Source: an optimization exercise on an open RTL-to-GDS flow (aim: small area). Production flows keep margins and buffers that such runs may drop.
The RTL was checked by simulation tests, not by an equivalence proof against the original design.
Power and IR drop assume default switching activity.

===== design/flow/constraint.sdc =====
create_clock -name core_clock -period 25.0 [get_ports {clk}]
set_input_delay 5.0000 -clock core_clock [delete_from_list [all_inputs] [get_ports {clk}]]
set_output_delay 5.0000 -clock core_clock [all_outputs]
set_load 0.01 [all_outputs]

===== design/flow/run.sh =====
#!/bin/bash
# synth_recipe.tcl (not shown) runs the flow's synth.tcl, then flattens the netlist and writes it again
# the make line also repeats each setting of config.mk as NAME=value (left out here)
make -C /OpenROAD-flow-scripts/flow DESIGN_CONFIG=/design/flow/config.mk WORK_HOME=/design/flow/orfs CLKGATE_MAP_FILE= SYNTH_SCRIPT=/design/flow/synth_recipe.tcl finish

===== design/flow/design.v =====
`timescale 1ns/1ps
module breakout_renderer (
    input  wire        clk,
    input  wire        reset_n,
    input  wire        framebufferClk,
    input  wire [8:0]  paddle_x_center,
    input  wire [8:0]  ball_x_pix,
    input  wire [8:0]  ball_y_pix,
    input  wire [47:0] bricks_alive,
    input  wire [9:0]  score,
    input  wire        game_over,
    output reg  [15:0] pixel_color
);
    function ge9;
        input [8:0] a;
        input [8:0] k;
        integer i;
        reg r;
        begin
            r = 1'b1;
            for (i = 0; i < 9; i = i + 1)
                r = k[i] ? (a[i] & r) : (a[i] | r);
            ge9 = r;
        end
    endfunction
    reg [8:0] x;
    reg [7:0] y;
    reg       fbclk_d;
    wire x_last = x[8] & (&x[5:0]);           
    wire y_last = (&y[7:5]) & (&y[3:0]);      
    always @(posedge clk or negedge reset_n) begin
        if (!reset_n) begin
            fbclk_d <= 1'b0;
            x       <= 9'd0;
            y       <= 8'd0;
        end else begin
            fbclk_d <= framebufferClk;
            if (framebufferClk && !fbclk_d) begin
                if (x_last) begin
                    x <= 9'd0;
                    y <= y_last ? 8'd0 : y + 8'd1;
                end else begin
                    x <= x + 9'd1;
                end
            end
        end
    end
    wire [8:0] y9 = {1'b0, y};
    function inr;    
        input [8:0] a, lo, hi;
        inr = ge9(a, lo) & ~ge9(a, hi);
    endfunction
    wire [8:0] bcx  = ball_x_pix + 9'd4;                        
    wire [9:0] fdx  = {1'b0, bcx} - {1'b0, paddle_x_center};    
    wire ov_x = ((&fdx[9:4]) | ~(|fdx[9:4])) &
                (|paddle_x_center[8:4]) & ~(&paddle_x_center[8:4]);
    wire ov_y = ge9(ball_y_pix, 9'd202) & ~ge9(ball_y_pix, 9'd219);
    wire overlap_now = ov_x & ov_y;
    reg [3:0] paddle_flash_cnt;
    reg       paddle_overlap_d;
    always @(posedge clk or negedge reset_n) begin
        if (!reset_n) begin
            paddle_flash_cnt <= 4'd0;
            paddle_overlap_d <= 1'b0;
        end else begin
            paddle_overlap_d <= overlap_now;
            if (overlap_now && !paddle_overlap_d)
                paddle_flash_cnt <= 4'd8;
            else if (paddle_flash_cnt != 4'd0)
                paddle_flash_cnt <= paddle_flash_cnt - 4'd1;
        end
    end
    wire pflash = |paddle_flash_cnt;
    reg [47:0] bricks_prev;
    reg [47:0] bricks_flash_mask;
    reg [2:0]  bricks_flash_cnt;
    reg        armed;
    wire [47:0] cleared = bricks_prev & ~bricks_alive;
    wire [47:0] added   = ~bricks_prev & bricks_alive;
    wire        bchg    = (|cleared) | (|added);
    always @(posedge clk) begin
        bricks_prev       <= bricks_alive;
        bricks_flash_mask <= cleared | (bricks_flash_mask & {48{~bchg}});
    end
    always @(posedge clk or negedge reset_n) begin
        if (!reset_n) begin
            armed            <= 1'b0;
            bricks_flash_cnt <= 3'd0;
        end else begin
            armed <= 1'b1;
            if (bchg && armed)
                bricks_flash_cnt <= 3'd6;
            else if (bricks_flash_cnt != 3'd0)
                bricks_flash_cnt <= bricks_flash_cnt - 3'd1;
        end
    end
    wire bflash = |bricks_flash_cnt;
    function [3:0] digit_row;
        input [3:0] d;
        input [2:0] r;
        reg [27:0] f;
        begin
            case (d)
                4'd0: f = 28'b1111_1001_1001_1001_1001_1001_1111;
                4'd1: f = 28'b0010_0110_0010_0010_0010_0010_0111;
                4'd2: f = 28'b1110_0001_0001_1110_1000_1000_1111;
                4'd3: f = 28'b1110_0001_0001_1110_0001_0001_1110;
                4'd4: f = 28'b1001_1001_1001_1111_0001_0001_0001;
                4'd5: f = 28'b1111_1000_1000_1110_0001_0001_1110;
                4'd6: f = 28'b1111_1000_1000_1111_1001_1001_1111;
                4'd7: f = 28'b1111_0001_0001_0001_0001_0001_0001;
                4'd8: f = 28'b1111_1001_1001_1111_1001_1001_1111;
                default: f = 28'b1111_1001_1001_1111_0001_0001_1111;
            endcase
            case (r)
                3'd0: digit_row = f[27:24];
                3'd1: digit_row = f[23:20];
                3'd2: digit_row = f[19:16];
                3'd3: digit_row = f[15:12];
                3'd4: digit_row = f[11:8];
                3'd5: digit_row = f[7:4];
                default: digit_row = f[3:0];
            endcase
        end
    endfunction
    function [3:0] letter_row;
        input [2:0] c;
        input [2:0] r;
        reg [27:0] f;
        begin
            case (c)
                3'd0: f = 28'b1111_1000_1000_1111_0001_0001_1111;  
                3'd1: f = 28'b1111_1000_1000_1000_1000_1000_1111;  
                3'd2: f = 28'b1111_1001_1001_1001_1001_1001_1111;  
                3'd3: f = 28'b1110_1001_1001_1110_1010_1001_1001;  
                3'd4: f = 28'b1111_1000_1000_1111_1000_1000_1111;  
                default: f = 28'b0000_0010_0010_0000_0010_0010_0000;  
            endcase
            case (r)
                3'd0: letter_row = f[27:24];
                3'd1: letter_row = f[23:20];
                3'd2: letter_row = f[19:16];
                3'd3: letter_row = f[15:12];
                3'd4: letter_row = f[11:8];
                3'd5: letter_row = f[7:4];
                default: letter_row = f[3:0];
            endcase
        end
    endfunction
    function [3:0] glyph_row;
        input [2:0] c;
        input [2:0] r;
        reg [27:0] f;
        begin
            case (c)
                3'd0: f = 28'b1110_1001_1001_1110_1000_1000_1000;  
                3'd1: f = 28'b1000_1000_1000_1000_1000_1000_1111;  
                3'd2: f = 28'b0110_1001_1001_1111_1001_1001_1001;  
                3'd3: f = 28'b1001_1001_1001_0110_0010_0010_0010;  
                3'd4: f = 28'b1111_1001_1001_1001_1011_1010_0111;  
                3'd5: f = 28'b1001_1001_1001_1001_1001_1001_1111;  
                3'd6: f = 28'b1111_0010_0010_0010_0010_0010_1111;  
                default: f = 28'b1111_0010_0010_0010_0010_0010_0010;  
            endcase
            case (r)
                3'd0: glyph_row = f[27:24];
                3'd1: glyph_row = f[23:20];
                3'd2: glyph_row = f[19:16];
                3'd3: glyph_row = f[15:12];
                3'd4: glyph_row = f[11:8];
                3'd5: glyph_row = f[7:4];
                default: glyph_row = f[3:0];
            endcase
        end
    endfunction
    function [3:0] add3;    
        input [3:0] v;
        case (v)
            4'd5: add3 = 4'd8;
            4'd6: add3 = 4'd9;
            4'd7: add3 = 4'd10;
            4'd8: add3 = 4'd11;
            4'd9: add3 = 4'd12;
            default: add3 = v;
        endcase
    endfunction
    wire       hud_y = inr(y9, 9'd4, 9'd18);
    wire [2:0] hfy   = y[3:1] - 3'd2;         
    reg  [2:0] lchar;
    always @* begin
        if      (~ge9(x, 9'd243)) lchar = 3'd0;
        else if (~ge9(x, 9'd251)) lchar = 3'd1;
        else if (~ge9(x, 9'd259)) lchar = 3'd2;
        else if (~ge9(x, 9'd267)) lchar = 3'd3;
        else if (~ge9(x, 9'd275)) lchar = 3'd4;
        else                      lchar = 3'd5;
    end
    wire [2:0] lx3    = x[2:0] + 3'd5;        
    wire       lab_in = hud_y & inr(x, 9'd235, 9'd283);
    wire [3:0] lrow   = letter_row(lchar, hfy);
    wire       lab_pix = lrow[~lx3[2:1]];
    reg [3:0] dh, dt, du;
    integer k;
    reg [21:0] bcd;
    always @* begin
        bcd = {12'd0, score};
        for (k = 0; k < 10; k = k + 1) begin
            bcd[13:10] = add3(bcd[13:10]);
            bcd[17:14] = add3(bcd[17:14]);
            bcd[21:18] = add3(bcd[21:18]);
            bcd = {bcd[20:0], 1'b0};
        end
        du = bcd[13:10];
        dt = bcd[17:14];
        dh = bcd[21:18];
    end
    wire       dg_h = inr(x, 9'd284, 9'd292);
    wire       dg_t = inr(x, 9'd296, 9'd304);
    wire       dg_u = inr(x, 9'd308, 9'd316);
    wire [3:0] dsel = dg_h ? dh : (dg_t ? dt : du);
    wire [1:0] dfx  = {x[2] ^ ~dg_t, x[1]};
    wire [3:0] drow = digit_row(dsel, hfy);
    wire       dig_pix = hud_y & (dg_h | dg_t | dg_u) & drow[~dfx];
    wire hud = (lab_in & lab_pix) | dig_pix;
    wire btn = inr(x, 9'd90, 9'd230) & (inr(y9, 9'd80, 9'd120) | inr(y9, 9'd140, 9'd180));
    wire       ty_p = inr(y9, 9'd93, 9'd107);
    wire       ty_q = inr(y9, 9'd153, 9'd167);
    wire [7:0] typ  = y - 8'd93;
    wire [7:0] tyq  = y - 8'd153;
    wire [2:0] tfy  = ty_p ? typ[3:1] : tyq[3:1];
    wire [1:0] tch  = {~x[4], x[3]};          
    wire [3:0] trow = glyph_row({ty_q, tch}, tfy);
    wire       txt  = inr(x, 9'd144, 9'd176) & (ty_p | ty_q) & trow[~x[2:1]];
    reg       bcol_in, bu_e0, bu_e1;    
    reg [2:0] bcol;
    reg       brow_in, bv_e0, bv_e1;    
    reg [2:0] brow;
    integer   c, r;
    always @* begin
        bcol_in = 1'b0; bcol = 3'd0; bu_e0 = 1'b0; bu_e1 = 1'b0;
        for (c = 0; c < 8; c = c + 1) begin
            if (inr(x, 5 + 35*c, 37 + 35*c)) begin
                bcol_in = 1'b1; bcol = c;
            end
            if (x == 5 + 35*c || x == 36 + 35*c) bu_e0 = 1'b1;
            if (x == 6 + 35*c || x == 35 + 35*c) bu_e1 = 1'b1;
        end
        brow_in = 1'b0; brow = 3'd0; bv_e0 = 1'b0; bv_e1 = 1'b0;
        for (r = 0; r < 6; r = r + 1) begin
            if (inr(y9, 32 + 13*r, 41 + 13*r)) begin
                brow_in = 1'b1; brow = r;
            end
            if (y == 32 + 13*r || y == 40 + 13*r) bv_e0 = 1'b1;
            if (y == 33 + 13*r || y == 39 + 13*r) bv_e1 = 1'b1;
        end
    end
    wire       brick_in     = bcol_in & brow_in;
    wire       brick_corner = (bv_e0 & (bu_e0 | bu_e1)) | (bv_e1 & bu_e0);
    wire [5:0] bidx         = {brow, bcol};
    wire       b_alive      = bricks_alive[bidx];
    wire       b_mask       = bricks_flash_mask[bidx];
    reg [15:0] row_color;
    always @* begin
        case (brow)
            3'd0: row_color = 16'hF800;
            3'd1: row_color = 16'hFD20;
            3'd2: row_color = 16'hFFE0;
            3'd3: row_color = 16'h07E0;
            3'd4: row_color = 16'h07FF;
            default: row_color = 16'hF81F;
        endcase
    end
    wire [9:0] pdx   = {1'b0, x} - {1'b0, paddle_x_center};
    wire [4:0] pu    = {~pdx[4], pdx[3:0]};
    wire pad_x  = ((&pdx[9:4]) | ~(|pdx[9:4])) & (|paddle_x_center[8:4]);
    wire pad_y  = inr(y9, 9'd210, 9'd219);
    wire pv_e   = (y == 8'd210) | (y == 8'd218);
    wire pu_e   = (pu == 5'd0) | (pu == 5'd31);
    wire pu_mid = ge9({4'd0, pu}, 9'd6) & ~ge9({4'd0, pu}, 9'd26);
    wire pad_opq   = ~(pv_e & (pu_e | pu_mid));
    wire pad_white = pflash | pu_e | pv_e;
    wire [9:0]  gbx = {1'b0, x} - {1'b0, ball_x_pix};
    wire [9:0]  gby = {2'b0, y} - {1'b0, ball_y_pix};
    wire        ball_in  = ~(|gbx[9:3]) & ~(|gby[9:3]);
    reg  [15:0] ball_col;
    always @* begin
        case ({gby[2:0], gbx[2:0]})
            6'd0: ball_col = 16'h0000;
            6'd1: ball_col = 16'h7BEF;
            6'd2: ball_col = 16'h0021;
            6'd3: ball_col = 16'h0021;
            6'd4: ball_col = 16'h0021;
            6'd5: ball_col = 16'h0021;
            6'd6: ball_col = 16'h0000;
            6'd7: ball_col = 16'h0000;
            6'd8: ball_col = 16'h7BEF;
            6'd9: ball_col = 16'h0021;
            6'd10: ball_col = 16'hCD0B;
            6'd11: ball_col = 16'hCD0B;
            6'd12: ball_col = 16'hCD0B;
            6'd13: ball_col = 16'h2126;
            6'd14: ball_col = 16'h0021;
            6'd15: ball_col = 16'h0000;
            6'd16: ball_col = 16'h0021;
            6'd17: ball_col = 16'hCD0B;
            6'd18: ball_col = 16'hFF58;
            6'd19: ball_col = 16'hFF58;
            6'd20: ball_col = 16'hCD0B;
            6'd21: ball_col = 16'hCD0B;
            6'd22: ball_col = 16'h2126;
            6'd23: ball_col = 16'h0021;
            6'd24: ball_col = 16'h0021;
            6'd25: ball_col = 16'hCD0B;
            6'd26: ball_col = 16'hFF58;
            6'd27: ball_col = 16'hFF58;
            6'd28: ball_col = 16'hCD0B;
            6'd29: ball_col = 16'hCD0B;
            6'd30: ball_col = 16'h2126;
            6'd31: ball_col = 16'h0021;
            6'd32: ball_col = 16'h0021;
            6'd33: ball_col = 16'hCD0B;
            6'd34: ball_col = 16'hCD0B;
            6'd35: ball_col = 16'hCD0B;
            6'd36: ball_col = 16'hCD0B;
            6'd37: ball_col = 16'hCD0B;
            6'd38: ball_col = 16'h2126;
            6'd39: ball_col = 16'h0021;
            6'd40: ball_col = 16'h0021;
            6'd41: ball_col = 16'h2126;
            6'd42: ball_col = 16'hCD0B;
            6'd43: ball_col = 16'hCD0B;
            6'd44: ball_col = 16'hCD0B;
            6'd45: ball_col = 16'h2126;
            6'd46: ball_col = 16'h2126;
            6'd47: ball_col = 16'h0021;
            6'd48: ball_col = 16'h0000;
            6'd49: ball_col = 16'h0021;
            6'd50: ball_col = 16'h2126;
            6'd51: ball_col = 16'h2126;
            6'd52: ball_col = 16'h2126;
            6'd53: ball_col = 16'h2126;
            6'd54: ball_col = 16'h0021;
            6'd55: ball_col = 16'h0000;
            6'd56: ball_col = 16'h0000;
            6'd57: ball_col = 16'h0000;
            6'd58: ball_col = 16'h0021;
            6'd59: ball_col = 16'h0021;
            6'd60: ball_col = 16'h0021;
            6'd61: ball_col = 16'h0021;
            6'd62: ball_col = 16'h0000;
            6'd63: ball_col = 16'h0000;
            default: ball_col = 16'h0000;
        endcase
    end
    wire [5:0]  bg_g = {y[7:6] + 3'd1, y[5:3]};           
    wire [4:0]  bg_b = {{1'b0, y[7:5]} + 4'd5, y[4]};     
    wire [15:0] bg   = {5'd0, bg_g, bg_b};
    always @* begin
        if (!game_over) begin
            if (ball_in && ball_col != 16'h0000)
                pixel_color = ball_col;
            else if (pad_x && pad_y && pad_opq)
                pixel_color = pad_white ? 16'hFFFF : 16'hFFE0;
            else if (brick_in && b_alive && !brick_corner)
                pixel_color = row_color;
            else if (brick_in && !b_alive && b_mask && bflash)
                pixel_color = 16'hFFFF;
            else if (hud)
                pixel_color = 16'hFFFF;
            else
                pixel_color = bg;
        end else begin
            if (txt)
                pixel_color = bg;
            else if (btn || hud)
                pixel_color = 16'hFFFF;
            else
                pixel_color = bg;
        end
    end
endmodule

===== design/flow/config.mk =====
export PLATFORM = sky130hd
export DESIGN_NAME = breakout_renderer
export DESIGN_NICKNAME = breakout_renderer
export VERILOG_FILES = /design/flow/design.v
export SDC_FILE = /design/flow/constraint.sdc
export NUM_CORES = 4
export LEC_CHECK = 0
export ABC_AREA = 1
export CAP_MARGIN = 20
export CORE_MARGIN = 2
export CORE_UTILIZATION = 40
export SLEW_MARGIN = 20
export SYNTH_MEMORY_MAX_BITS = 16384

==> results.json <==
{
  "outcome": "complete, no violations",
  "ios": 105,
  "startpoint": "score[7]",
  "fin_cells": 2294,
  "slew_violations": 0,
  "fin_util": 0.476,
  "p_seq_frac": 0.253,
  "antenna_found_initial": 0,
  "layout-drive-gt1-share": 0.0553,
  "p_leak_nw": 6.50,
  "initial_core_util": 0.406,
  "syn-cell-area_um2": 11300,
  "startpoint_type": "input port",
  "wl_met3_um": 2010,
  "yosys.area.top_type_share": 0.170,
  "final_common_cell": "nand2_1",
  "vias": 12100,
  "p_sw_frac": 0.460,
  "m1WireLength_um": 16100,
  "fp.dieH_um": 172,
  "power_density_nw_per_um2": 71.7,
  "post_drt_wl_per_cell_um": 15.4,
  "crit_required_ns": 20.00,
  "die_area_um2": 29600,
  "worst_pin_slew_ns": 1.06,
  "clockBufferDepth": 2,
  "min-delay-start": "bricks_flash_mask[47]",
  "synthCells": 1818,
  "hold_buffers": 0,
  "tns_ns": 0,
  "synth-edff-count": 0,
  "drc": 0,
  "clock-skew-final_ns": 0.0173,
  "grt_overflow": 0,
  "finalHoldViolations": 0,
  "fin_nets": 2070,
  "cts_tree": "yes",
  "dp.cells": 2262,
  "yosysSeqAreaShare": 0.230,
  "critPathMaxFanout": 11,
  "drtIter0Drc": 926,
  "cts_resized": 0,
  "ys_top_cells_by_area": "dfxtp_1, nand2_1, inv_1, ha_1, o21ai_0",
  "r2r-start": "bricks_prev[25]",
  "met2_length_um": 16500,
  "cp-end-kind": "output port",
  "clkTransAtPathRegs_ns": 0.06,
  "holdWs_ns": 0.445,
  "synth_flop_cell": "dfxtp_1",
  "crit_type": "input port to output port",
  "drv_cap": 0,
  "cts_setup_buffers": 0,
  "diodes": 0,
  "h-tree-depth": 4,
  "p_sw_mw": 0.436,
  "p_int_mw": 0.512,
  "slowest_delay_ns": 0.67,
  "mostFrequentLayoutCells": "nand2_1, inv_1, nor2_1",
  "core_um2": 27800,
  "die-width_um": 172,
  "multi_input_area_um2": 7220,
  "pwr-share-comb": 0.479,
  "ant_nets": 0,
  "rsz0062_at_grt": "no",
  "grt_pass1_wl_um": 56700,
  "num_rows": 61,
  "synth_area_leader_cell": "dfxtp_1",
  "clock_power_share": 0.268,
  "routed_wl_um": 35400,
  "insertion_delay_ns": 0.43,
  "hpwl_um": 27500,
  "synth.avg_cell_area_um2": 6.21,
  "grt_max_degree": 76,
  "grt.total_usage": 0.240,
  "post-route-min-period_ns": 15.09,
  "synth_fp_nets": 1985,
  "dr.max_layer_used": "met4",
  "post-route-period-util": 0.604,
  "viasPerCell": 5.30,
  "numCtsBuffers": 17,
  "hp-class": "register to register",
  "clkSinkCount": 123,
  "async_reset_ff_frac": 0.220,
  "fmax_mhz": 66.3,
  "portBuffers": 104,
  "maxSlewHeadroom": 0.294,
  "finalSetupViolCount": 0,
  "dr.pass1.iters": 5,
  "ys_ff_latch": 123,
  "cp_slowest_cell": "clkdlybuf4s50_1",
  "syn2layout_area_growth_pct": 17.2,
  "grt_pass1_vias": 11400,
  "seqCellArea_um2": 2600,
  "ys_types": 68,
  "cts-root-buf": "clkbuf_16",
  "ir_worst_vdd_v": 0.0000439,
  "cpMostUsedCell": "nand2_1",
  "n_fill_cell": 2928,
  "cp.arrival_ns": 10.09,
  "power_mw": 0.949,
  "gp_congestion": 0.925,
  "ys_warn_count": 1
}
## sequential cells by signal (all words and copies together), names as in the netlist
| signal | cells |
|---|---|
| armed | 1 |
| bricks_flash_cnt | 3 |
| bricks_flash_mask | 48 |
| bricks_prev | 48 |
| fbclk_d | 1 |
| paddle_flash_cnt | 4 |
| paddle_overlap_d | 1 |
| x | 9 |
| y | 8 |
## synth_stat cells (12+ instances only)
cell type / number
nor4_1: 12
nand2_2: 12
inv_2: 14
o211ai_1: 28
buf_2: 14
nand2_1: 359
nand4_1: 27
nand3_1: 99
nand3_2: 12
nor2_1: 197
clkbuf_1: 23
dfrtp_1: 27
a21oi_1: 98
ha_1: 75
dfxtp_1: 96
o21ai_0: 175
xor2_1: 24
o22ai_1: 18
inv_1: 324
nor3_1: 38
## power groups by stage
stage | registers [mW] | clock network, mW | logic, mW
after floorplan | 0.227 | 0 | 0.338
after global routing | 0.242 | 0.265 | 0.516
after CTS | 0.240 | 0.255 | 0.452
after detailed placement | 0.244 | 0 | 0.449
after global placement | 0.244 | 0 | 0.449
final | 0.240 | 0.254 | 0.455
## per-layer routing
layer,GRT usage,up-vias
met2,0.409,426
met4,0.0800,0
met3,0.0302,57
met1,0.315,5492
met5,0,-
li1,-,6173
## cells by family (layout without fill, tap and decap cells)
| logic type | after synthesis | after routing | synth area share |
|---|---|---|---|
| AOI/OAI and AO/OA | 408 | 408 | 0.213 |
| buffers and inverters | 383 | 481 | 0.131 |
| and+or+nand+nor | 792 | 792 | 0.312 |
| xor gates and xnor gates | 32 | 32 | 0.0248 |
| muxes | 1 | 1 | 0.000887 |
| adders and majority gates | 78 | 78 | 0.0885 |
| DFF | 123 | 123 | 0.230 |
| other | 1 | 1 | 0.000332 |
## path summary, 6_finish.rpt
check	to	slack, ns	depth (start not counted)
max	pixel_color[15]	9.91	34
min	bricks_flash_mask[47]	0.45	2
max reg2reg	bricks_flash_mask[40]	21.73	11
min reg2reg	bricks_flash_mask[47]	0.45	2
max in group asynchronous	armed	19.74	2
min in group asynchronous	paddle_flash_cnt[2]	4.97	2
## worst max-delay path: cells and delay by family
kind / cells / cell delay [ns]
AOI/OAI and AO/OA: 4 / 0.77
adders and majority gates: 1 / 0.24
buffers and inverters: 2 / 1.25
and+or+nand+nor: 27 / 2.79
## metrics by stage
stage / instance area, um2 / worst slack [ns]
detailed placement: 12600 / 9.96
CTS: 13200 / 9.94
floorplan: 11300 / 11.55
global route: 13200 / 9.35
global placement: 12600 / 10.06
finish: 13200 / 9.91
## area by class of cell
cell class,instances,share of cell area
multi-input combinational,1312,0.545
sequential,123,0.196
inverter,342,0.0970
timing repair buffer,107,0.0804
tap,378,0.0357
clock buffer,17,0.0322
clock inverter,15,0.0130

static timing again, ports no longer ideal:
No port has a modelled driver above. Below, the same layout with a new extraction and two added sets of constraints. Step 1 assumes that a clkbuf_16 drives the clock port and a buf_2 every other input. Step 2 also shifts input and output timing later by t, the mid clock arrival at the registers, as if the neighbouring blocks saw the same clock. Three values: ideal ports, drivers, drivers and shift; two values: the first two.
shift t [ns]: 0.473
setup slack, ns: 9.908 / 9.885 / 9.885
clock arrival spread, ns: 0.017 / 0.018
worst register clock-pin slew, ns: 0.07 / 0.07
pins driven straight from the clock port: 1
After both steps this run still meets setup and hold. The setup slack of this run moves by -0.023 ns with the drivers and by -0.023 ns with both steps.
